This is an optimization exercise on Yosys and OpenROAD, whose aim is small area, a short achievable clock period and few clock cycles, not a production implementation.
At most, simulation tests tie the RTL to the original design; equivalence was not proved.
Function not checked in run 2: the RTL went through the layout flow alone.
No activity file was given, so power comes from the tool's default toggle rates.

`flow/flow/run.sh`:
```
#!/bin/bash
# The standard layout (standard.sh) with three changes:
#  - the port buffers are plain buf_1 cells rather than the delay buffers
#    buffer_ports picks itself;
#  - synthesis leaves adders to ABC instead of first extracting full and
#    half adder cells (ADDER_MAP_FILE empty), which maps the multiplier tree
#    and adders both smaller and faster. Registers are untouched by this;
#  - clock tree synthesis adds no dummy loads to balance the tree.
set -euo pipefail
export BUFFER_PORTS_ARGS="-buffer_cell sky130_fd_sc_hd__buf_1"
export CTS_ARGS="-sink_clustering_enable -repair_clock_nets -buf_list {sky130_fd_sc_hd__clkbuf_4 sky130_fd_sc_hd__clkbuf_8} -dont_use_dummy_load"
bash standard.sh ADDER_MAP_FILE= finish > standard.log 2>&1
```
`flow/standard.sh`:
```
#!/bin/bash
# synth_recipe.tcl (not shown) runs the flow's synth.tcl, then flattens the netlist and writes it again
# the make line also repeats each setting of config.mk as NAME=value (left out here)
make -C /OpenROAD-flow-scripts/flow DESIGN_CONFIG=/design/flow/config.mk WORK_HOME=/design/flow/orfs CLKGATE_MAP_FILE= SYNTH_SCRIPT=/design/flow/synth_recipe.tcl "${@:-finish}"
```
`flow/config.mk`:
```
export PLATFORM = sky130hd
export DESIGN_NAME = cpu
export DESIGN_NICKNAME = cpu
export VERILOG_FILES = /design/flow/design.v
export SDC_FILE = /design/flow/constraint.sdc
export NUM_CORES = 4
export LEC_CHECK = 0
export CAP_MARGIN = 20
export CORE_MARGIN = 2
export CORE_UTILIZATION = 40
export CTS_BUF_LIST = sky130_fd_sc_hd__clkbuf_4 sky130_fd_sc_hd__clkbuf_8
export PLACE_DENSITY = 0.7
export SETUP_SLACK_MARGIN = 5
export SLEW_MARGIN = 20
export TNS_END_PERCENT = 0
```
`flow/constraint.sdc`:
```
create_clock -name core_clock -period 8.0 [get_ports {CLK}]
set_input_delay 1.6000 -clock core_clock [delete_from_list [all_inputs] [get_ports {CLK}]]
set_output_delay 1.6000 -clock core_clock [all_outputs]
set_load 0.01 [all_outputs]
```
`flow/design.v`:
```
module cpu (
  output [15:0] imem_addr,
  input  [15:0] imem_rdata,
  output [15:0] dmem_addr,
  input  [15:0] dmem_rdata,
  output [15:0] dmem_wdata,
  output        dmem_write,
  input         start,
  input         stop,
  input         CLK,
  input         RSTN
  );
  reg  [15:0] pc;         
  reg         run;        
  reg  [15:0] ir;         
  reg         rv;         
  reg  [15:0] ra, rb;     
  reg         e_st;       
  reg         e_wen;      
  reg         e_mlt;      
  reg         e_ld, e_sgt;
  reg  [2:0]  e_dst;
  reg  [127:0] rf;        
  reg  [7:0]  zf;         
  reg         e_add;      
  wire [1:0] op = ir[15:14];
  wire [2:0] fd = ir[13:11];
  wire [2:0] fs = ir[10:8];
  wire [2:0] ft = ir[7:5];
  wire [4:0] fn = ir[4:0];
  wire [15:0] imm = {{8{ir[7]}}, ir[7:0]};
  wire op0   = (op == 2'b00);
  wire d_st  = op0 & (fd == 3'b000) & (fn == 5'b00000);
  wire d_ld  = op0 & (ft == 3'b000) & (fn == 5'b00001);
  wire d_add = op0 & (fn == 5'b00010);
  wire d_sgt = op0 & (fn == 5'b00100);
  wire d_mlt = op0 & (fn == 5'b00101);
  wire d_li  = (op == 2'b01) & (fs == 3'b000);
  wire d_b   = (op == 2'b10) & (fd == 3'b000) & (fs == 3'b000);
  wire d_bnz = (op == 2'b10) & (fd == 3'b001);
  wire d_bz  = (op == 2'b10) & (fd == 3'b010);
  wire [15:0] sum = ra + rb;
  reg [15:0] cg, cl;
  integer q, r;
  always @* begin
    cg = ra & ~rb;
    cl = ~ra & rb;
    for (q = 1; q < 16; q = q * 2)
      for (r = 15; r >= 0; r = r - 1)
        if ((r % (2 * q)) == (2 * q - 1)) begin
          cg[r] = cg[r] | (~cl[r] & cg[r - q]);
          cl[r] = cl[r] | (~cg[r] & cl[r - q]);
        end
  end
  wire gt = cg[15];
  wire [15:0] res = ({16{e_ld}} & dmem_rdata) | {16{e_sgt & gt}} | ({16{e_add}} & sum);
  wire z_add = ((ra ^ rb) == {ra[14:0] | rb[14:0], 1'b0});
  wire z_ex  = e_sgt ? ~gt : z_add;
  wire [15:0] mul_s, mul_c;
  wire s1 = (rb[0] & ra[13]) ^ (rb[1] & ra[12]);
  wire c2 = (rb[0] & ra[13]) & (rb[1] & ra[12]);
  wire s3 = (rb[0] & ra[14]) ^ (rb[1] & ra[13]) ^ (rb[2] & ra[12]);
  wire c4 = ((rb[0] & ra[14]) & (rb[1] & ra[13])) | ((rb[0] & ra[14]) & (rb[2] & ra[12])) | ((rb[1] & ra[13]) & (rb[2] & ra[12]));
  wire s5 = (rb[3] & ra[11]) ^ (rb[4] & ra[10]);
  wire c6 = (rb[3] & ra[11]) & (rb[4] & ra[10]);
  wire s7 = (rb[0] & ra[15]) ^ (rb[1] & ra[14]) ^ (rb[2] & ra[13]);
  wire c8 = ((rb[0] & ra[15]) & (rb[1] & ra[14])) | ((rb[0] & ra[15]) & (rb[2] & ra[13])) | ((rb[1] & ra[14]) & (rb[2] & ra[13]));
  wire s9 = (rb[3] & ra[12]) ^ (rb[4] & ra[11]) ^ (rb[5] & ra[10]);
  wire c10 = ((rb[3] & ra[12]) & (rb[4] & ra[11])) | ((rb[3] & ra[12]) & (rb[5] & ra[10])) | ((rb[4] & ra[11]) & (rb[5] & ra[10]));
  wire s11 = (rb[6] & ra[9]) ^ (rb[7] & ra[8]);
  wire c12 = (rb[6] & ra[9]) & (rb[7] & ra[8]);
  wire s13 = (rb[0] & ra[9]) ^ (rb[1] & ra[8]);
  wire c14 = (rb[0] & ra[9]) & (rb[1] & ra[8]);
  wire s15 = (rb[0] & ra[10]) ^ (rb[1] & ra[9]) ^ (rb[2] & ra[8]);
  wire c16 = ((rb[0] & ra[10]) & (rb[1] & ra[9])) | ((rb[0] & ra[10]) & (rb[2] & ra[8])) | ((rb[1] & ra[9]) & (rb[2] & ra[8]));
  wire s17 = (rb[3] & ra[7]) ^ (rb[4] & ra[6]);
  wire c18 = (rb[3] & ra[7]) & (rb[4] & ra[6]);
  wire s19 = (rb[0] & ra[11]) ^ (rb[1] & ra[10]) ^ (rb[2] & ra[9]);
  wire c20 = ((rb[0] & ra[11]) & (rb[1] & ra[10])) | ((rb[0] & ra[11]) & (rb[2] & ra[9])) | ((rb[1] & ra[10]) & (rb[2] & ra[9]));
  wire s21 = (rb[3] & ra[8]) ^ (rb[4] & ra[7]) ^ (rb[5] & ra[6]);
  wire c22 = ((rb[3] & ra[8]) & (rb[4] & ra[7])) | ((rb[3] & ra[8]) & (rb[5] & ra[6])) | ((rb[4] & ra[7]) & (rb[5] & ra[6]));
  wire s23 = (rb[6] & ra[5]) ^ (rb[7] & ra[4]);
  wire c24 = (rb[6] & ra[5]) & (rb[7] & ra[4]);
  wire s25 = (rb[0] & ra[12]) ^ (rb[1] & ra[11]) ^ (rb[2] & ra[10]);
  wire c26 = ((rb[0] & ra[12]) & (rb[1] & ra[11])) | ((rb[0] & ra[12]) & (rb[2] & ra[10])) | ((rb[1] & ra[11]) & (rb[2] & ra[10]));
  wire s27 = (rb[3] & ra[9]) ^ (rb[4] & ra[8]) ^ (rb[5] & ra[7]);
  wire c28 = ((rb[3] & ra[9]) & (rb[4] & ra[8])) | ((rb[3] & ra[9]) & (rb[5] & ra[7])) | ((rb[4] & ra[8]) & (rb[5] & ra[7]));
  wire s29 = (rb[6] & ra[6]) ^ (rb[7] & ra[5]) ^ (rb[8] & ra[4]);
  wire c30 = ((rb[6] & ra[6]) & (rb[7] & ra[5])) | ((rb[6] & ra[6]) & (rb[8] & ra[4])) | ((rb[7] & ra[5]) & (rb[8] & ra[4]));
  wire s31 = (rb[9] & ra[3]) ^ (rb[10] & ra[2]);
  wire c32 = (rb[9] & ra[3]) & (rb[10] & ra[2]);
  wire s33 = (rb[2] & ra[11]) ^ (rb[3] & ra[10]) ^ (rb[4] & ra[9]);
  wire c34 = ((rb[2] & ra[11]) & (rb[3] & ra[10])) | ((rb[2] & ra[11]) & (rb[4] & ra[9])) | ((rb[3] & ra[10]) & (rb[4] & ra[9]));
  wire s35 = (rb[5] & ra[8]) ^ (rb[6] & ra[7]) ^ (rb[7] & ra[6]);
  wire c36 = ((rb[5] & ra[8]) & (rb[6] & ra[7])) | ((rb[5] & ra[8]) & (rb[7] & ra[6])) | ((rb[6] & ra[7]) & (rb[7] & ra[6]));
  wire s37 = (rb[8] & ra[5]) ^ (rb[9] & ra[4]) ^ (rb[10] & ra[3]);
  wire c38 = ((rb[8] & ra[5]) & (rb[9] & ra[4])) | ((rb[8] & ra[5]) & (rb[10] & ra[3])) | ((rb[9] & ra[4]) & (rb[10] & ra[3]));
  wire s39 = (rb[11] & ra[2]) ^ (rb[12] & ra[1]) ^ (rb[13] & ra[0]);
  wire c40 = ((rb[11] & ra[2]) & (rb[12] & ra[1])) | ((rb[11] & ra[2]) & (rb[13] & ra[0])) | ((rb[12] & ra[1]) & (rb[13] & ra[0]));
  wire s41 = (rb[5] & ra[9]) ^ (rb[6] & ra[8]) ^ (rb[7] & ra[7]);
  wire c42 = ((rb[5] & ra[9]) & (rb[6] & ra[8])) | ((rb[5] & ra[9]) & (rb[7] & ra[7])) | ((rb[6] & ra[8]) & (rb[7] & ra[7]));
  wire s43 = (rb[8] & ra[6]) ^ (rb[9] & ra[5]) ^ (rb[10] & ra[4]);
  wire c44 = ((rb[8] & ra[6]) & (rb[9] & ra[5])) | ((rb[8] & ra[6]) & (rb[10] & ra[4])) | ((rb[9] & ra[5]) & (rb[10] & ra[4]));
  wire s45 = (rb[11] & ra[3]) ^ (rb[12] & ra[2]) ^ (rb[13] & ra[1]);
  wire c46 = ((rb[11] & ra[3]) & (rb[12] & ra[2])) | ((rb[11] & ra[3]) & (rb[13] & ra[1])) | ((rb[12] & ra[2]) & (rb[13] & ra[1]));
  wire s47 = (rb[14] & ra[0]) ^ s3 ^ s5;
  wire c48 = ((rb[14] & ra[0]) & s3) | ((rb[14] & ra[0]) & s5) | (s3 & s5);
  wire s49 = (rb[8] & ra[7]) ^ (rb[9] & ra[6]) ^ (rb[10] & ra[5]);
  wire c50 = ((rb[8] & ra[7]) & (rb[9] & ra[6])) | ((rb[8] & ra[7]) & (rb[10] & ra[5])) | ((rb[9] & ra[6]) & (rb[10] & ra[5]));
  wire s51 = (rb[11] & ra[4]) ^ (rb[12] & ra[3]) ^ (rb[13] & ra[2]);
  wire c52 = ((rb[11] & ra[4]) & (rb[12] & ra[3])) | ((rb[11] & ra[4]) & (rb[13] & ra[2])) | ((rb[12] & ra[3]) & (rb[13] & ra[2]));
  wire s53 = (rb[14] & ra[1]) ^ (rb[15] & ra[0]) ^ s7;
  wire c54 = ((rb[14] & ra[1]) & (rb[15] & ra[0])) | ((rb[14] & ra[1]) & s7) | ((rb[15] & ra[0]) & s7);
  wire s55 = s9 ^ s11 ^ c4;
  wire c56 = (s9 & s11) | (s9 & c4) | (s11 & c4);
  wire s57 = (rb[0] & ra[6]) ^ (rb[1] & ra[5]);
  wire c58 = (rb[0] & ra[6]) & (rb[1] & ra[5]);
  wire s59 = (rb[0] & ra[7]) ^ (rb[1] & ra[6]) ^ (rb[2] & ra[5]);
  wire c60 = ((rb[0] & ra[7]) & (rb[1] & ra[6])) | ((rb[0] & ra[7]) & (rb[2] & ra[5])) | ((rb[1] & ra[6]) & (rb[2] & ra[5]));
  wire s61 = (rb[3] & ra[4]) ^ (rb[4] & ra[3]);
  wire c62 = (rb[3] & ra[4]) & (rb[4] & ra[3]);
  wire s63 = (rb[0] & ra[8]) ^ (rb[1] & ra[7]) ^ (rb[2] & ra[6]);
  wire c64 = ((rb[0] & ra[8]) & (rb[1] & ra[7])) | ((rb[0] & ra[8]) & (rb[2] & ra[6])) | ((rb[1] & ra[7]) & (rb[2] & ra[6]));
  wire s65 = (rb[3] & ra[5]) ^ (rb[4] & ra[4]) ^ (rb[5] & ra[3]);
  wire c66 = ((rb[3] & ra[5]) & (rb[4] & ra[4])) | ((rb[3] & ra[5]) & (rb[5] & ra[3])) | ((rb[4] & ra[4]) & (rb[5] & ra[3]));
  wire s67 = (rb[6] & ra[2]) ^ (rb[7] & ra[1]);
  wire c68 = (rb[6] & ra[2]) & (rb[7] & ra[1]);
  wire s69 = (rb[2] & ra[7]) ^ (rb[3] & ra[6]) ^ (rb[4] & ra[5]);
  wire c70 = ((rb[2] & ra[7]) & (rb[3] & ra[6])) | ((rb[2] & ra[7]) & (rb[4] & ra[5])) | ((rb[3] & ra[6]) & (rb[4] & ra[5]));
  wire s71 = (rb[5] & ra[4]) ^ (rb[6] & ra[3]) ^ (rb[7] & ra[2]);
  wire c72 = ((rb[5] & ra[4]) & (rb[6] & ra[3])) | ((rb[5] & ra[4]) & (rb[7] & ra[2])) | ((rb[6] & ra[3]) & (rb[7] & ra[2]));
  wire s73 = (rb[8] & ra[1]) ^ (rb[9] & ra[0]) ^ s13;
  wire c74 = ((rb[8] & ra[1]) & (rb[9] & ra[0])) | ((rb[8] & ra[1]) & s13) | ((rb[9] & ra[0]) & s13);
  wire s75 = (rb[5] & ra[5]) ^ (rb[6] & ra[4]) ^ (rb[7] & ra[3]);
  wire c76 = ((rb[5] & ra[5]) & (rb[6] & ra[4])) | ((rb[5] & ra[5]) & (rb[7] & ra[3])) | ((rb[6] & ra[4]) & (rb[7] & ra[3]));
  wire s77 = (rb[8] & ra[2]) ^ (rb[9] & ra[1]) ^ (rb[10] & ra[0]);
  wire c78 = ((rb[8] & ra[2]) & (rb[9] & ra[1])) | ((rb[8] & ra[2]) & (rb[10] & ra[0])) | ((rb[9] & ra[1]) & (rb[10] & ra[0]));
  wire s79 = s15 ^ s17 ^ c14;
  wire c80 = (s15 & s17) | (s15 & c14) | (s17 & c14);
  wire s81 = (rb[8] & ra[3]) ^ (rb[9] & ra[2]) ^ (rb[10] & ra[1]);
  wire c82 = ((rb[8] & ra[3]) & (rb[9] & ra[2])) | ((rb[8] & ra[3]) & (rb[10] & ra[1])) | ((rb[9] & ra[2]) & (rb[10] & ra[1]));
  wire s83 = (rb[11] & ra[0]) ^ s19 ^ s21;
  wire c84 = ((rb[11] & ra[0]) & s19) | ((rb[11] & ra[0]) & s21) | (s19 & s21);
  wire s85 = s23 ^ c16 ^ c18;
  wire c86 = (s23 & c16) | (s23 & c18) | (c16 & c18);
  wire s87 = (rb[11] & ra[1]) ^ (rb[12] & ra[0]) ^ s25;
  wire c88 = ((rb[11] & ra[1]) & (rb[12] & ra[0])) | ((rb[11] & ra[1]) & s25) | ((rb[12] & ra[0]) & s25);
  wire s89 = s27 ^ s29 ^ s31;
  wire c90 = (s27 & s29) | (s27 & s31) | (s29 & s31);
  wire s91 = c20 ^ c22 ^ c24;
  wire c92 = (c20 & c22) | (c20 & c24) | (c22 & c24);
  wire s93 = s1 ^ s33 ^ s35;
  wire c94 = (s1 & s33) | (s1 & s35) | (s33 & s35);
  wire s95 = s37 ^ s39 ^ c26;
  wire c96 = (s37 & s39) | (s37 & c26) | (s39 & c26);
  wire s97 = c28 ^ c30 ^ c32;
  wire c98 = (c28 & c30) | (c28 & c32) | (c30 & c32);
  wire s99 = c2 ^ s41 ^ s43;
  wire c100 = (c2 & s41) | (c2 & s43) | (s41 & s43);
  wire s101 = s45 ^ s47 ^ c34;
  wire c102 = (s45 & s47) | (s45 & c34) | (s47 & c34);
  wire s103 = c36 ^ c38 ^ c40;
  wire c104 = (c36 & c38) | (c36 & c40) | (c38 & c40);
  wire s105 = c6 ^ s49 ^ s51;
  wire c106 = (c6 & s49) | (c6 & s51) | (s49 & s51);
  wire s107 = s53 ^ s55 ^ c42;
  wire c108 = (s53 & s55) | (s53 & c42) | (s55 & c42);
  wire s109 = c44 ^ c46 ^ c48;
  wire c110 = (c44 & c46) | (c44 & c48) | (c46 & c48);
  wire s111 = (rb[0] & ra[4]) ^ (rb[1] & ra[3]);
  wire c112 = (rb[0] & ra[4]) & (rb[1] & ra[3]);
  wire s113 = (rb[0] & ra[5]) ^ (rb[1] & ra[4]) ^ (rb[2] & ra[3]);
  wire c114 = ((rb[0] & ra[5]) & (rb[1] & ra[4])) | ((rb[0] & ra[5]) & (rb[2] & ra[3])) | ((rb[1] & ra[4]) & (rb[2] & ra[3]));
  wire s115 = (rb[3] & ra[2]) ^ (rb[4] & ra[1]);
  wire c116 = (rb[3] & ra[2]) & (rb[4] & ra[1]);
  wire s117 = (rb[2] & ra[4]) ^ (rb[3] & ra[3]) ^ (rb[4] & ra[2]);
  wire c118 = ((rb[2] & ra[4]) & (rb[3] & ra[3])) | ((rb[2] & ra[4]) & (rb[4] & ra[2])) | ((rb[3] & ra[3]) & (rb[4] & ra[2]));
  wire s119 = (rb[5] & ra[1]) ^ (rb[6] & ra[0]) ^ s57;
  wire c120 = ((rb[5] & ra[1]) & (rb[6] & ra[0])) | ((rb[5] & ra[1]) & s57) | ((rb[6] & ra[0]) & s57);
  wire s121 = (rb[5] & ra[2]) ^ (rb[6] & ra[1]) ^ (rb[7] & ra[0]);
  wire c122 = ((rb[5] & ra[2]) & (rb[6] & ra[1])) | ((rb[5] & ra[2]) & (rb[7] & ra[0])) | ((rb[6] & ra[1]) & (rb[7] & ra[0]));
  wire s123 = s59 ^ s61 ^ c58;
  wire c124 = (s59 & s61) | (s59 & c58) | (s61 & c58);
  wire s125 = (rb[8] & ra[0]) ^ s63 ^ s65;
  wire c126 = ((rb[8] & ra[0]) & s63) | ((rb[8] & ra[0]) & s65) | (s63 & s65);
  wire s127 = s67 ^ c60 ^ c62;
  wire c128 = (s67 & c60) | (s67 & c62) | (c60 & c62);
  wire s129 = s69 ^ s71 ^ s73;
  wire c130 = (s69 & s71) | (s69 & s73) | (s71 & s73);
  wire s131 = c64 ^ c66 ^ c68;
  wire c132 = (c64 & c66) | (c64 & c68) | (c66 & c68);
  wire s133 = s75 ^ s77 ^ s79;
  wire c134 = (s75 & s77) | (s75 & s79) | (s77 & s79);
  wire s135 = c70 ^ c72 ^ c74;
  wire c136 = (c70 & c72) | (c70 & c74) | (c72 & c74);
  wire s137 = s81 ^ s83 ^ s85;
  wire c138 = (s81 & s83) | (s81 & s85) | (s83 & s85);
  wire s139 = c76 ^ c78 ^ c80;
  wire c140 = (c76 & c78) | (c76 & c80) | (c78 & c80);
  wire s141 = s87 ^ s89 ^ s91;
  wire c142 = (s87 & s89) | (s87 & s91) | (s89 & s91);
  wire s143 = c82 ^ c84 ^ c86;
  wire c144 = (c82 & c84) | (c82 & c86) | (c84 & c86);
  wire s145 = s93 ^ s95 ^ s97;
  wire c146 = (s93 & s95) | (s93 & s97) | (s95 & s97);
  wire s147 = c88 ^ c90 ^ c92;
  wire c148 = (c88 & c90) | (c88 & c92) | (c90 & c92);
  wire s149 = s99 ^ s101 ^ s103;
  wire c150 = (s99 & s101) | (s99 & s103) | (s101 & s103);
  wire s151 = c94 ^ c96 ^ c98;
  wire c152 = (c94 & c96) | (c94 & c98) | (c96 & c98);
  wire s153 = s105 ^ s107 ^ s109;
  wire c154 = (s105 & s107) | (s105 & s109) | (s107 & s109);
  wire s155 = c100 ^ c102 ^ c104;
  wire c156 = (c100 & c102) | (c100 & c104) | (c102 & c104);
  wire s157 = (rb[0] & ra[3]) ^ (rb[1] & ra[2]);
  wire c158 = (rb[0] & ra[3]) & (rb[1] & ra[2]);
  wire s159 = (rb[2] & ra[2]) ^ (rb[3] & ra[1]) ^ (rb[4] & ra[0]);
  wire c160 = ((rb[2] & ra[2]) & (rb[3] & ra[1])) | ((rb[2] & ra[2]) & (rb[4] & ra[0])) | ((rb[3] & ra[1]) & (rb[4] & ra[0]));
  wire s161 = (rb[5] & ra[0]) ^ s113 ^ s115;
  wire c162 = ((rb[5] & ra[0]) & s113) | ((rb[5] & ra[0]) & s115) | (s113 & s115);
  wire s163 = s117 ^ s119 ^ c114;
  wire c164 = (s117 & s119) | (s117 & c114) | (s119 & c114);
  wire s165 = s121 ^ s123 ^ c118;
  wire c166 = (s121 & s123) | (s121 & c118) | (s123 & c118);
  wire s167 = s125 ^ s127 ^ c122;
  wire c168 = (s125 & s127) | (s125 & c122) | (s127 & c122);
  wire s169 = s129 ^ s131 ^ c126;
  wire c170 = (s129 & s131) | (s129 & c126) | (s131 & c126);
  wire s171 = s133 ^ s135 ^ c130;
  wire c172 = (s133 & s135) | (s133 & c130) | (s135 & c130);
  wire s173 = s137 ^ s139 ^ c134;
  wire c174 = (s137 & s139) | (s137 & c134) | (s139 & c134);
  wire s175 = s141 ^ s143 ^ c138;
  wire c176 = (s141 & s143) | (s141 & c138) | (s143 & c138);
  wire s177 = s145 ^ s147 ^ c142;
  wire c178 = (s145 & s147) | (s145 & c142) | (s147 & c142);
  wire s179 = s149 ^ s151 ^ c146;
  wire c180 = (s149 & s151) | (s149 & c146) | (s151 & c146);
  wire s181 = s153 ^ s155 ^ c150;
  wire c182 = (s153 & s155) | (s153 & c150) | (s155 & c150);
  wire s183 = (rb[0] & ra[2]) ^ (rb[1] & ra[1]);
  wire c184 = (rb[0] & ra[2]) & (rb[1] & ra[1]);
  wire s185 = (rb[2] & ra[1]) ^ (rb[3] & ra[0]) ^ s157;
  wire c186 = ((rb[2] & ra[1]) & (rb[3] & ra[0])) | ((rb[2] & ra[1]) & s157) | ((rb[3] & ra[0]) & s157);
  wire s187 = s111 ^ s159 ^ c158;
  wire c188 = (s111 & s159) | (s111 & c158) | (s159 & c158);
  wire s189 = c112 ^ s161 ^ c160;
  wire c190 = (c112 & s161) | (c112 & c160) | (s161 & c160);
  wire s191 = c116 ^ s163 ^ c162;
  wire c192 = (c116 & s163) | (c116 & c162) | (s163 & c162);
  wire s193 = c120 ^ s165 ^ c164;
  wire c194 = (c120 & s165) | (c120 & c164) | (s165 & c164);
  wire s195 = c124 ^ s167 ^ c166;
  wire c196 = (c124 & s167) | (c124 & c166) | (s167 & c166);
  wire s197 = c128 ^ s169 ^ c168;
  wire c198 = (c128 & s169) | (c128 & c168) | (s169 & c168);
  wire s199 = c132 ^ s171 ^ c170;
  wire c200 = (c132 & s171) | (c132 & c170) | (s171 & c170);
  wire s201 = c136 ^ s173 ^ c172;
  wire c202 = (c136 & s173) | (c136 & c172) | (s173 & c172);
  wire s203 = c140 ^ s175 ^ c174;
  wire c204 = (c140 & s175) | (c140 & c174) | (s175 & c174);
  wire s205 = c144 ^ s177 ^ c176;
  wire c206 = (c144 & s177) | (c144 & c176) | (s177 & c176);
  wire s207 = c148 ^ s179 ^ c178;
  wire c208 = (c148 & s179) | (c148 & c178) | (s179 & c178);
  wire s209 = c152 ^ s181 ^ c180;
  wire c210 = (c152 & s181) | (c152 & c180) | (s181 & c180);
  assign mul_s = {s209, s207, s205, s203, s201, s199, s197, s195, s193, s191, s189, s187, s185, (rb[2] & ra[0]), (rb[0] & ra[1]), (rb[0] & ra[0])};
  assign mul_c = {c208, c206, c204, c202, c200, c198, c196, c194, c192, c190, c188, c186, c184, s183, (rb[1] & ra[0]), 1'b0};
  wire [15:0] rf_s = rf[{fs, 4'b0000} +: 16];
  wire [15:0] rf_t = rf[{ft, 4'b0000} +: 16];
  wire fwd_s = e_wen & (e_dst == fs);
  wire fwd_t = e_wen & (e_dst == ft);
  wire busy = e_mlt;
  wire sa_f = ~busy & ~d_li & fwd_s;
  wire sa_r = ~busy & ~d_li & ~fwd_s & ~zf[fs];
  wire sb_i = ~busy & d_li;
  wire sb_f = ~busy & ~d_li & fwd_t;
  wire sb_r = ~busy & ~d_li & ~fwd_t & ~zf[ft];
  wire [15:0] ra_d = ({16{e_mlt}} & mul_s) |
                     ({16{sa_f}} & res) | ({16{sa_r}} & rf_s);
  wire [15:0] rb_d = ({16{e_mlt}} & mul_c) |
                     ({16{sb_f}} & res) | ({16{sb_r}} & rf_t) | ({16{sb_i}} & imm);
  wire hazard = (d_bnz | d_bz) & e_wen & e_ld & (e_dst == fs);
  wire issue  = rv & run & ~busy & ~hazard;
  wire fetch  = ~rv | issue;
  wire tk1 = issue & (d_b | d_bz);
  wire tk0 = issue & (d_b | d_bnz);
  wire [8:0]  lo_t   = {1'b0, pc[7:0]} + {1'b0, ir[7:0]};
  wire [8:0]  lo_i   = {1'b0, pc[7:0]} + 9'd1;
  wire [7:0]  hi_inc = pc[15:8] + 8'd1;
  wire [7:0]  hi_dec = pc[15:8] - 8'd1;
  wire [15:0] pc_inc = {lo_i[8] ? hi_inc : pc[15:8], lo_i[7:0]};
  wire [15:0] target = {(lo_t[8] & ~ir[7]) ? hi_inc :
                        (~lo_t[8] & ir[7]) ? hi_dec : pc[15:8], lo_t[7:0]};
  wire [15:0] pc_n  = fetch ? pc_inc : pc;
  wire [15:0] pc_z1 = tk1 ? target : pc_n;
  wire [15:0] pc_z0 = tk0 ? target : pc_n;
  wire        rv_z1 = ~tk1 & (rv | fetch);
  wire        rv_z0 = ~tk0 & (rv | fetch);
  wire [15:0] pc_r  = zf[fs] ? pc_z1 : pc_z0;
  wire        rv_r  = zf[fs] ? rv_z1 : rv_z0;
  wire [15:0] pc_d  = ~fwd_s ? pc_r : z_ex ? pc_z1 : pc_z0;
  wire        rv_d  = ~fwd_s ? rv_r : z_ex ? rv_z1 : rv_z0;
  always @(posedge CLK or negedge RSTN) begin
    if (!RSTN) begin
      pc    <= 16'h0000;
      run   <= 1'b0;
      rv    <= 1'b0;
      e_st  <= 1'b0;
      e_wen <= 1'b0;
      e_mlt <= 1'b0;
      zf    <= 8'hff;
    end else begin
      if (start)
        run <= 1'b1;
      else if (stop)
        run <= 1'b0;
      pc <= pc_d;
      rv <= rv_d;
      e_st  <= issue & d_st;
      e_wen <= (issue & (d_ld | d_add | d_sgt | d_li)) | e_mlt;
      e_mlt <= issue & d_mlt;
      if (e_wen) begin
        zf[e_dst]   <= e_ld ? (dmem_rdata == 16'h0000) : z_ex;
      end
    end
  end
  always @(posedge CLK) begin
    if (fetch)
      ir <= imem_rdata;
    ra <= ra_d;
    rb <= rb_d;
    if (busy) begin
      e_ld  <= 1'b0;
      e_sgt <= 1'b0;
      e_add <= 1'b1;
    end else begin
      e_ld  <= d_ld;
      e_sgt <= d_sgt;
      e_add <= ~d_ld & ~d_sgt;
      e_dst <= fd;
    end
  end
  genvar i;
  generate
    for (i = 0; i < 8; i = i + 1) begin : g_rf
      always @(posedge CLK) begin
        if (e_wen && e_dst == i)
          rf[16*i +: 16] <= res;
      end
    end
  endgenerate
  assign imem_addr  = pc;
  assign dmem_addr  = ra;
  assign dmem_wdata = rb;
  assign dmem_write = e_st;
endmodule
```
==> results.py, run 1 <==
metrics = {
    "power": {
        "swShare_pct": 40.5,
        "switchingPower_uw": 2030,
        "internal_power_uw": 2990,
        "combinationalPowerShare_pct": 54.5,
        "power_density_nw_per_um2": 297,
        "pwr-share-seq_pct": 29.8,
        "power_leakage_uw": 0.00604,
        "p_total_uw": 5020,
        "p_clk_share_pct": 15.7,
        "peakVddDrop_v": 0.000263,
    },
    "setup_path": {
        "critPathLaunchType": "register",
        "cp_max_fo": 23,
        "r2r_slack_ns": 4.80,
        "cp_cell_sequence": "buf_8 -> and2_1 -> maj3_1 -> xnor2_1 -> xnor2_1 -> xnor3_1 -> maj3_1 -> maj3_2 -> a221o_1",
        "cp.required_ns": 8.36,
        "cp.arrival_ns": 3.55,
        "cp_slowest_cell": "xnor3_1",
        "r2r_start": "rb[4]",
        "criticalPathCategory": "register to register",
        "crit_path_end_kind": "register",
        "reg2reg_depth": 9,
        "cpPeakStageDelay_ns": 0.49,
        "rr_endpoint": "rb[15]",
    },
    "clocking": {
        "cts_tree": "built",
        "insertion_delay_ns": 0.53,
        "clk_path_buf_depth": 3,
        "clock_sinks": 211,
        "postCtsHoldBufs": 0,
        "cts_max_level": 2,
        "cts-root-buf": "clkbuf_8",
        "numCtsBuffers": 36,
        "path_clk_slew_ns": 0.05,
    },
    "placement": {
        "port_buffers": 84,
        "gp_congestion": 0.922,
        "dpl.hpwl_mm": 28.3,
        "dp_cells": 1840,
        "dpl_cell_area_sq_um": 15400,
    },
    "finish": {
        "design_area_sq_um": 16900,
        "area_growth_pct": 15.4,
        "fin_nets": 1488,
        "finalNonFillerCells": 1918,
        "diodes": 0,
        "final_core_util_pct": 46.6,
        "final_layout_size_suffix_gt1_share_pct": 19.9,
    },
    "route": {
        "drt_iter0_drc": 1466,
        "drc": 0,
        "viasPerCell": 6.14,
        "vias": 11800,
        "dr.pass1.iters": 6,
        "routedWlPerCell_microns": 23.1,
        "detail-route-antenna-nets": 0,
        "routed_wl_mm": 44.3,
    },
    "synthesis": {
        "synth_ff_type": "edfxtp_1",
        "syn_area_sq_um": 14700,
        "synthDistinctLibCells": 81,
        "ys_seq_elements": 211,
        "synth.top_cell.area_share_pct": 30.1,
        "synth.most_common_cell": "nand2_1",
        "synth_fp_nets": 1389,
        "synth.area.top_cells": "edfxtp_1 30%, mux4_2 10%, xnor2_1 9.2%, maj3_1 5.0%, dfxtp_1 4.8%",
        "synth-edff-count": 147,
        "synth-warning-count": 1,
        "synthCells": 1353,
        "synth_area_leader_cell": "edfxtp_1",
        "synth-async-reset-ratio_pct": 13.7,
        "synth_area_per_cell_sq_um": 10.8,
        "synth_common_cells": "172 x nand2_1, 154 x xnor2_1, 147 x edfxtp_1",
        "ys_seq_area_share_pct": 39.9,
    },
    "timing": {
        "finalMaxSlewViolations": 0,
        "finalCritPeriodShare_pct": 40.0,
        "finClkSkew_ns": 0.0643,
        "hold_viol": 0,
        "tightest_slew_ns": 0.973,
        "period_needed_ns": 3.20,
        "fin_setup_tns_ns": 0,
        "rsz0062_at_grt": "true",
        "slew-limit-headroom_pct": 34.3,
        "max_freq_mhz": 313,
        "setup_violations": 0,
    },
    "die": {
        "core-area_sq_um": 36300,
        "initial_utilization_pct": 40.4,
        "chipHeight_microns": 196,
        "io_pins": 85,
        "fp.dieW_microns": 196,
        "die_area_sq_um": 38200,
        "rows": 70,
    },
    "worst_hold_path": {
        "hp-start": "ir[13]",
        "min_path_type": "register to register",
        "hold_depth": 0,
        "whs_endpoint": "e_dst[2]",
    },
    "grt": {
        "grtUsageTotal_pct": 21.8,
        "grt_max_degree": 42,
        "gr-total-overflow": 0,
        "antenna_found_initial": 0,
        "grt_pass1_wl_mm": 64.4,
        "first_global_vias": 11100,
    },
    "status": {
        "status": "complete, no violations",
    },
    "job": {
        "maxCapViolations": 0,
    },
}
[per-layer routing]
metal / track usage, % / routed length, microns
met1: 30.9 / 18300
met2: 33.6 / 19900
met3: 3.54 / 4430
met4: 8.17 / 1600
met5: 0 / 0
[metrics by stage]
stage | worst slack [ns] | hold WS, ns
global placement | 4.01 | 0.496
floorplan | 4.91 | 0.449
finish | 4.80 | 0.537
detailed placement | 3.88 | 0.500
global route | 4.71 | 0.573
CTS | 4.69 | 0.511
[repair_timing]
item | 4_1_cts | 5_1_grt
gates cloned | 0 | 7
endpoints found under the hold margin | 0 | 0
gates resized for setup | 43 | 94
setup buffers | 3 | 32
pin swaps | 3 | 20
setup endpoints to repair | 203 | 188
[cell families (layout without fill, tap and decap cells)]
family	count (synthesis)	after routing	share of synthesized area (%)
AOI/OAI and AO/OA	206	206	9.77
xor gates and xnor gates	233	233	15.6
adders and majority gates	76	76	5.20
buffers and inverters	135	232	3.70
DFF	211	211	39.9
muxes	121	121	14.2
and+or+nand+nor	371	371	11.7
[sequential cells by signal, indices dropped and copies added, names as in the netlist, 3 cells and up]
signal  count
rf        128
ir         16
pc         16
ra         16
rb         16
zf          8
e_dst       3
[cell type report]
type / count / area, sq um
clock buffers: 36 / 495
fillers: 3279 / 19400
inverters: 39 / 150
multi-input cells: 1007 / 8600
flip-flops and latches: 211 / 5920
well taps: 468 / 586
repair buffers: 157 / 1180
[layout by cell type (no fill, tap or decap), types with 8 or more instances in the layout]
master and instances:
dfxtp_4 16, o221ai_1 14, and2_1 19, clkbuf_8 36, mux2i_1 37, dfstp_2 8, xnor2_1 147, inv_1 35
a221o_1 12, nor2_1 60, xnor3_1 10, o21ai_0 35, nand4_1 17, xor2_1 61, nor3_1 21, a22oi_1 12
nand2_1 172, edfxtp_1 147, nand2b_1 15, dfrtp_1 21, buf_4 46, buf_1 84, a21oi_1 58, nand3_1 20
buf_12 12, mux2_2 15, maj3_1 72, mux4_2 68, dfxtp_1 14
[power by group through the flow]
stage               combinational, uW  sequential (uW)  clock (uW)
finish                           2740             1500         788
global route                     2910             1500         849
CTS                              2510             1480         801
detailed placement               2470             1500           0
global placement                 2430             1500           0
floorplan                        1920             1440           0
[worst max path at each step]
stage	startpoint	to	cells after the start
floorplan	ra[0]	pc[7]	12
global placement	ir[8]	pc[0]	11
detailed placement	ir[8]	pc[3]	11
CTS	ir[10]	pc[12]	11
global route	ir[10]	pc[1]	12
finish	rb[4]	rb[15]	9
[critical path: cells and delay by family (launching register included)]
family	cells	cell delay (ns)
AOI/OAI and AO/OA	1	0.30
and+or+nand+nor	1	0.18
DFF	1	0.32
adders and majority gates	3	1.18
xor gates and xnor gates	3	0.85
buffers and inverters	1	0.17
Testbench counts, summed over its fixed seeds: cycles 32,251.
==> inputs of run 2 (changes only) <==
--- a/flow/design.v
+++ b/flow/design.v
@@ -14,6 +14,9 @@
   reg         run;        
   reg  [15:0] ir;         
   reg         rv;         
+  reg  [15:0] tgt;        
+  reg         ir_pred;    
+  reg         use_tgt;    
   reg  [15:0] ra, rb;     
   reg         e_st;       
   reg         e_wen;      
@@ -55,7 +58,8 @@
   wire gt = cg[15];
   wire [15:0] res = ({16{e_ld}} & dmem_rdata) | {16{e_sgt & gt}} | ({16{e_add}} & sum);
   wire z_add = ((ra ^ rb) == {ra[14:0] | rb[14:0], 1'b0});
-  wire z_ex  = e_sgt ? ~gt : z_add;
+  wire z_ld  = (dmem_rdata == 16'h0000);
+  wire z_ex  = e_ld ? z_ld : e_sgt ? ~gt : z_add;
   wire [15:0] mul_s, mul_c;
   wire s1 = (rb[0] & ra[13]) ^ (rb[1] & ra[12]);
   wire c2 = (rb[0] & ra[13]) & (rb[1] & ra[12]);
@@ -283,23 +287,29 @@
                      ({16{sa_f}} & res) | ({16{sa_r}} & rf_s);
   wire [15:0] rb_d = ({16{e_mlt}} & mul_c) |
                      ({16{sb_f}} & res) | ({16{sb_r}} & rf_t) | ({16{sb_i}} & imm);
-  wire hazard = (d_bnz | d_bz) & e_wen & e_ld & (e_dst == fs);
-  wire issue  = rv & run & ~busy & ~hazard;
+  wire issue  = rv & run & ~busy;
   wire fetch  = ~rv | issue;
-  wire tk1 = issue & (d_b | d_bz);
-  wire tk0 = issue & (d_b | d_bnz);
-  wire [8:0]  lo_t   = {1'b0, pc[7:0]} + {1'b0, ir[7:0]};
-  wire [8:0]  lo_i   = {1'b0, pc[7:0]} + 9'd1;
-  wire [7:0]  hi_inc = pc[15:8] + 8'd1;
-  wire [7:0]  hi_dec = pc[15:8] - 8'd1;
-  wire [15:0] pc_inc = {lo_i[8] ? hi_inc : pc[15:8], lo_i[7:0]};
-  wire [15:0] target = {(lo_t[8] & ~ir[7]) ? hi_inc :
-                        (~lo_t[8] & ir[7]) ? hi_dec : pc[15:8], lo_t[7:0]};
-  wire [15:0] pc_n  = fetch ? pc_inc : pc;
-  wire [15:0] pc_z1 = tk1 ? target : pc_n;
-  wire [15:0] pc_z0 = tk0 ? target : pc_n;
-  wire        rv_z1 = ~tk1 & (rv | fetch);
-  wire        rv_z0 = ~tk0 & (rv | fetch);
+  wire tk1 = d_b | d_bz;
+  wire tk0 = d_b | d_bnz;
+  wire rd1 = issue & (ir_pred ? ~tk1 : tk1);
+  wire rd0 = issue & (ir_pred ? ~tk0 : tk0);
+  wire [15:0] fa     = use_tgt ? tgt : pc;
+  wire [15:0] iw     = imem_rdata;
+  wire        i_pred = (iw[15:14] == 2'b10) & ((iw[13:8] == 6'b000000) |
+                       (iw[7] & ((iw[13:11] == 3'b001) | (iw[13:11] == 3'b010))));
+  wire [8:0]  lo_i   = {1'b0, fa[7:0]} + 9'd1;
+  wire [8:0]  lo_t   = {1'b0, fa[7:0]} + {1'b0, iw[7:0]} + 9'd1;
+  wire [7:0]  hi_inc = fa[15:8] + 8'd1;
+  wire [7:0]  hi_dec = fa[15:8] - 8'd1;
+  wire [15:0] fa_inc = {lo_i[8] ? hi_inc : fa[15:8], lo_i[7:0]};
+  wire [15:0] i_tgt  = {(lo_t[8] & ~iw[7]) ? hi_inc :
+                        (~lo_t[8] & iw[7]) ? hi_dec : fa[15:8], lo_t[7:0]};
+  wire [15:0] raddr = ir_pred ? pc : tgt;
+  wire [15:0] pc_n  = fetch ? fa_inc : pc;
+  wire [15:0] pc_z1 = rd1 ? raddr : pc_n;
+  wire [15:0] pc_z0 = rd0 ? raddr : pc_n;
+  wire        rv_z1 = ~rd1 & (rv | fetch);
+  wire        rv_z0 = ~rd0 & (rv | fetch);
   wire [15:0] pc_r  = zf[fs] ? pc_z1 : pc_z0;
   wire        rv_r  = zf[fs] ? rv_z1 : rv_z0;
   wire [15:0] pc_d  = ~fwd_s ? pc_r : z_ex ? pc_z1 : pc_z0;
@@ -309,6 +319,7 @@
       pc    <= 16'h0000;
       run   <= 1'b0;
       rv    <= 1'b0;
+      use_tgt <= 1'b0;
       e_st  <= 1'b0;
       e_wen <= 1'b0;
       e_mlt <= 1'b0;
@@ -320,17 +331,21 @@
         run <= 1'b0;
       pc <= pc_d;
       rv <= rv_d;
+      use_tgt <= rv_d & (fetch ? i_pred : ir_pred);
       e_st  <= issue & d_st;
       e_wen <= (issue & (d_ld | d_add | d_sgt | d_li)) | e_mlt;
       e_mlt <= issue & d_mlt;
       if (e_wen) begin
-        zf[e_dst]   <= e_ld ? (dmem_rdata == 16'h0000) : z_ex;
+        zf[e_dst] <= z_ex;
       end
     end
   end
   always @(posedge CLK) begin
-    if (fetch)
-      ir <= imem_rdata;
+    if (fetch) begin
+      ir      <= iw;
+      ir_pred <= i_pred;
+      tgt     <= i_tgt;
+    end
     ra <= ra_d;
     rb <= rb_d;
     if (busy) begin
@@ -353,7 +368,7 @@
       end
     end
   endgenerate
-  assign imem_addr  = pc;
+  assign imem_addr  = fa;
   assign dmem_addr  = ra;
   assign dmem_wdata = rb;
   assign dmem_write = e_st;
==> flow/flow/run.sh (replaced) <==
#!/bin/bash
# The standard layout (standard.sh) with two changes:
#  - the port buffers are plain buf_1 cells rather than the delay buffers
#    buffer_ports picks itself;
#  - synthesis leaves adders to ABC instead of first extracting full and
#    half adder cells (ADDER_MAP_FILE empty), which maps the multiplier trees
#    and adders both smaller and faster. Registers are untouched by this.
set -euo pipefail
export BUFFER_PORTS_ARGS="-buffer_cell sky130_fd_sc_hd__buf_1"
bash standard.sh ADDER_MAP_FILE= finish > standard.log 2>&1
--- a/flow/config.mk
+++ b/flow/config.mk
@@ -9,7 +9,7 @@
 export CORE_MARGIN = 2
 export CORE_UTILIZATION = 40
 export CTS_BUF_LIST = sky130_fd_sc_hd__clkbuf_4 sky130_fd_sc_hd__clkbuf_8
-export PLACE_DENSITY = 0.7
+export PLACE_DENSITY = 0.6
 export SETUP_SLACK_MARGIN = 5
 export SLEW_MARGIN = 20
 export TNS_END_PERCENT = 0
==> run 2 against run 1 <==
  * Utilization fell by 1.3 points
  * Clock-buffer cell count rose by 14
  * Worst setup slack got worse by 0.50 ns
  * Critical path depth rose by 2
  * Critical path type unchanged
  * Register-to-register slack got worse by 0.50 ns
  * Critical endpoint is now ra[13]
==> results.py, run 2 <==
metrics = {
    "synthesis": {
        "synth_ff_type": "edfxtp_1",
        "synth.top_cell.area_share_pct": 31.2,
        "ys_seq_elements": 229,
        "synth_fp_nets": 1487,
        "syn_area_sq_um": 15700,
        "synth.most_common_cell": "nand2_1",
        "synth-warning-count": 1,
        "synth_area_leader_cell": "edfxtp_1",
        "synth_common_cells": "181 x nand2_1, 164 x xnor2_1, 163 x edfxtp_1",
        "synth.area.top_cells": "edfxtp_1 31%, mux4_2 9.8%, xnor2_1 9.2%, dfxtp_1 4.6%, maj3_1 4.5%",
        "synthCells": 1451,
        "synth_area_per_cell_sq_um": 10.8,
        "synthDistinctLibCells": 79,
        "synth-async-reset-ratio_pct": 13.1,
        "synth-edff-count": 163,
        "ys_seq_area_share_pct": 40.7,
    },
    "clocking": {
        "cts_tree": "built",
        "cts-root-buf": "clkbuf_8",
        "insertion_delay_ns": 0.55,
        "clk_path_buf_depth": 3,
        "clock_sinks": 229,
        "numCtsBuffers": 36,
        "cts_max_level": 2,
        "path_clk_slew_ns": 0.07,
    },
    "route": {
        "drt_iter0_drc": 1158,
        "routed_wl_mm": 45.6,
        "dr.pass1.iters": 7,
        "vias": 11900,
        "drc": 0,
        "detail-route-antenna-nets": 0,
        "routedWlPerCell_microns": 22.2,
        "viasPerCell": 5.81,
    },
    "grt": {
        "gr-total-overflow": 0,
        "first_global_vias": 11700,
        "grt_pass1_wl_mm": 69.8,
        "antenna_found_initial": 1,
        "grtUsageTotal_pct": 22.3,
        "grt_max_degree": 40,
    },
    "power": {
        "pwr-share-seq_pct": 28.9,
        "peakVddDrop_v": 0.000240,
        "switchingPower_uw": 2310,
        "p_clk_share_pct": 18.6,
        "power_leakage_uw": 0.00612,
        "power_density_nw_per_um2": 327,
        "swShare_pct": 40.5,
        "combinationalPowerShare_pct": 52.5,
        "internal_power_uw": 3400,
    },
    "setup_path": {
        "cp.arrival_ns": 4.13,
        "worst_path_dominant_cell_family": "compound AO/OA/AOI/OAI gates",
        "cp_slowest_cell": "a221o_1",
        "criticalPathCategory": "register to register",
        "cpPeakStageDelay_ns": 0.49,
        "critPathLaunchType": "register",
        "cp_max_fo": 14,
        "cp.required_ns": 8.43,
        "crit_path_end_kind": "register",
        "critical_path_buf_inv_count": 1,
        "cp_cell_sequence": "buf_4 -> a31oi_1 -> o41ai_4 -> nand3_1 -> a21oi_1 -> maj3_1 -> maj3_2 -> maj3_2 -> xor2_1 -> a221o_1 -> a221o_1",
    },
    "timing": {
        "rsz0062_at_grt": "true",
        "finalCritPeriodShare_pct": 46.2,
        "layout_setup_ws_ns": 4.30,
        "finClkSkew_ns": 0.0263,
        "slew-limit-headroom_pct": 31.5,
        "period_needed_ns": 3.70,
        "max_freq_mhz": 270,
        "hold_viol": 0,
        "whs_ns": 0.495,
        "tightest_slew_ns": 1.03,
        "setup_violations": 0,
        "finalMaxSlewViolations": 0,
        "fin_setup_tns_ns": 0,
    },
    "finish": {
        "regMostFlops": "rf",
        "final_layout_size_suffix_gt1_share_pct": 16.4,
        "diodes": 0,
        "area_growth_pct": 11.7,
        "largest_reg_flops": 128,
        "final_cell_mix": "180 x nand2_1, 164 x xnor2_1, 163 x edfxtp_1, 81 x buf_1, 71 x inv_1",
        "fin_nets": 1549,
        "final_common_cell": "nand2_1",
        "finalNonFillerCells": 2055,
        "design_area_sq_um": 17500,
    },
    "placement": {
        "dpl.hpwl_mm": 30.8,
        "dpl_cell_area_sq_um": 16500,
        "gp_congestion": 0.850,
        "dp_cells": 1989,
        "port_buffers": 84,
        "dp_slack_ns": 2.94,
    },
    "worst_hold_path": {
        "min_path_type": "register to register",
    },
    "job": {
        "maxCapViolations": 0,
    },
    "die": {
        "core-area_sq_um": 38600,
        "rows": 72,
        "initial_utilization_pct": 40.5,
        "chipHeight_microns": 202,
        "io_pins": 85,
        "fp.dieW_microns": 202,
        "die_area_sq_um": 40800,
    },
    "status": {
        "status": "complete, no violations",
    },
}
-- run 2: changes by cell type after synthesis, moves of 7 or more --
cell | before | now
xnor3_1 | 10 | 17
a222oi_1 | 2 | 10
a21oi_1 | 59 | 43
edfxtp_1 | 147 | 163
xnor2_1 | 154 | 164
inv_1 | 37 | 71
mux2i_1 | 38 | 30
nand2_1 | 172 | 181
a221o_1 | 19 | 11
nor2_1 | 61 | 74
o21ai_0 | 36 | 47
-- run 2: layer usage --
layer | up-vias | track usage, % | routed length (microns)
li1 | 5420 | - | -
met1 | 5967 | 29.7 | 19200
met2 | 460 | 37.8 | 22500
met3 | 81 | 2.31 | 2610
met4 | 2 | 7.72 | 1270
met5 | - | 0 | 13
-- run 2: area by class of cell --
type,instances,area (sq um)
tap,518,648
clock inverter,12,136
sequential,229,6390
fill,3571,21200
inverter,72,270
timing repair buffer,121,597
multi-input combinational,1053,8820
clock buffer,50,626
-- run 2: worst paths after layout --
kind / depth (start not counted) / endpoint / from / slack, ns
max in group asynchronous: 1 / use_tgt / RSTN / 6.26
min in group asynchronous: 1 / e_st / RSTN / 1.13
hold / removal: 0 / e_dst[2] / ir[13] / 0.50
hold reg to reg: 0 / e_dst[2] / ir[13] / 0.50
setup reg to reg: 11 / ra[13] / rb[3] / 4.30
setup / recovery: 11 / ra[13] / rb[3] / 4.30
-- run 2: logic make-up after synthesis --
group	after synthesis	share of synthesized area [%]
XOR/XNOR	247	15.8
adder cells (fa/ha/maj)	73	4.69
multiplexers	117	13.1
flip-flops	229	40.7
buffers and inverters	169	4.27
AO/OA/AOI/OAI	216	9.75
AND/OR/NAND/NOR	400	11.6
-- run 2: what timing repair did --
| action | CTS | global route |
|---|---|---|
| gates cloned | 0 | 0 |
| pin swaps | 5 | 3 |
| setup endpoints to repair | 233 | 229 |
| setup buffers | 4 | 0 |
| hold buffers | 0 | 0 |
| resized for setup | 29 | 13 |
-- run 2: power groups by stage --
stage               sequential [uW]  combinational [uW]  clock (uW)
floorplan                      1600                2250           0
global placement               1660                2920           0
detailed placement             1660                2950           0
CTS                            1650                3000        1090
global route                   1660                3240        1140
finish                         1650                3000        1060
-- run 2: metrics by stage --
stage | power [uW] | util, %
floorplan | 3850 | -
global placement | 4590 | 42.8
detailed placement | 4610 | 42.8
CTS | 5730 | 45.1
global route | 6040 | 45.3
finish | 5720 | 45.3

-- port drivers added, routing unchanged --
How much do the figures lean on ideal ports? The routed layouts below were timed once more, with nothing changed but the port constraints.
Step 1 (the two cells are an assumption about what drives the block):
set clk [get_ports {CLK}]
set_driving_cell -lib_cell sky130_fd_sc_hd__clkbuf_16 $clk
set_driving_cell -lib_cell sky130_fd_sc_hd__buf_2 [delete_from_list [all_inputs] $clk]
Step 2 moves the port delays by t, midway between the first and last clock arrival at a register: inputs arrive t later, outputs are due t later. That takes back most of the time a late clock gives input paths.
a / b / c = no drivers / after step 1 / after step 2; a / b = the first two.
run | t, ns | setup WS [ns] | worst setup path at the end | latest minus earliest clock arrival (ns) | worst slew at a driven data input, ns
run 1 | 0.536 | 4.804 / 4.804 / 4.740 | input to register | 0.065 / 0.064 | 0.06
run 2 | 0.579 | 4.301 / 4.301 / 3.780 | input to register | 0.027 / 0.027 | 0.06
After both steps setup and hold are still met in every run listed. For run 2, which loses most, drivers alone change the setup slack by 0.000 ns; drivers and shift together by -0.521 ns.
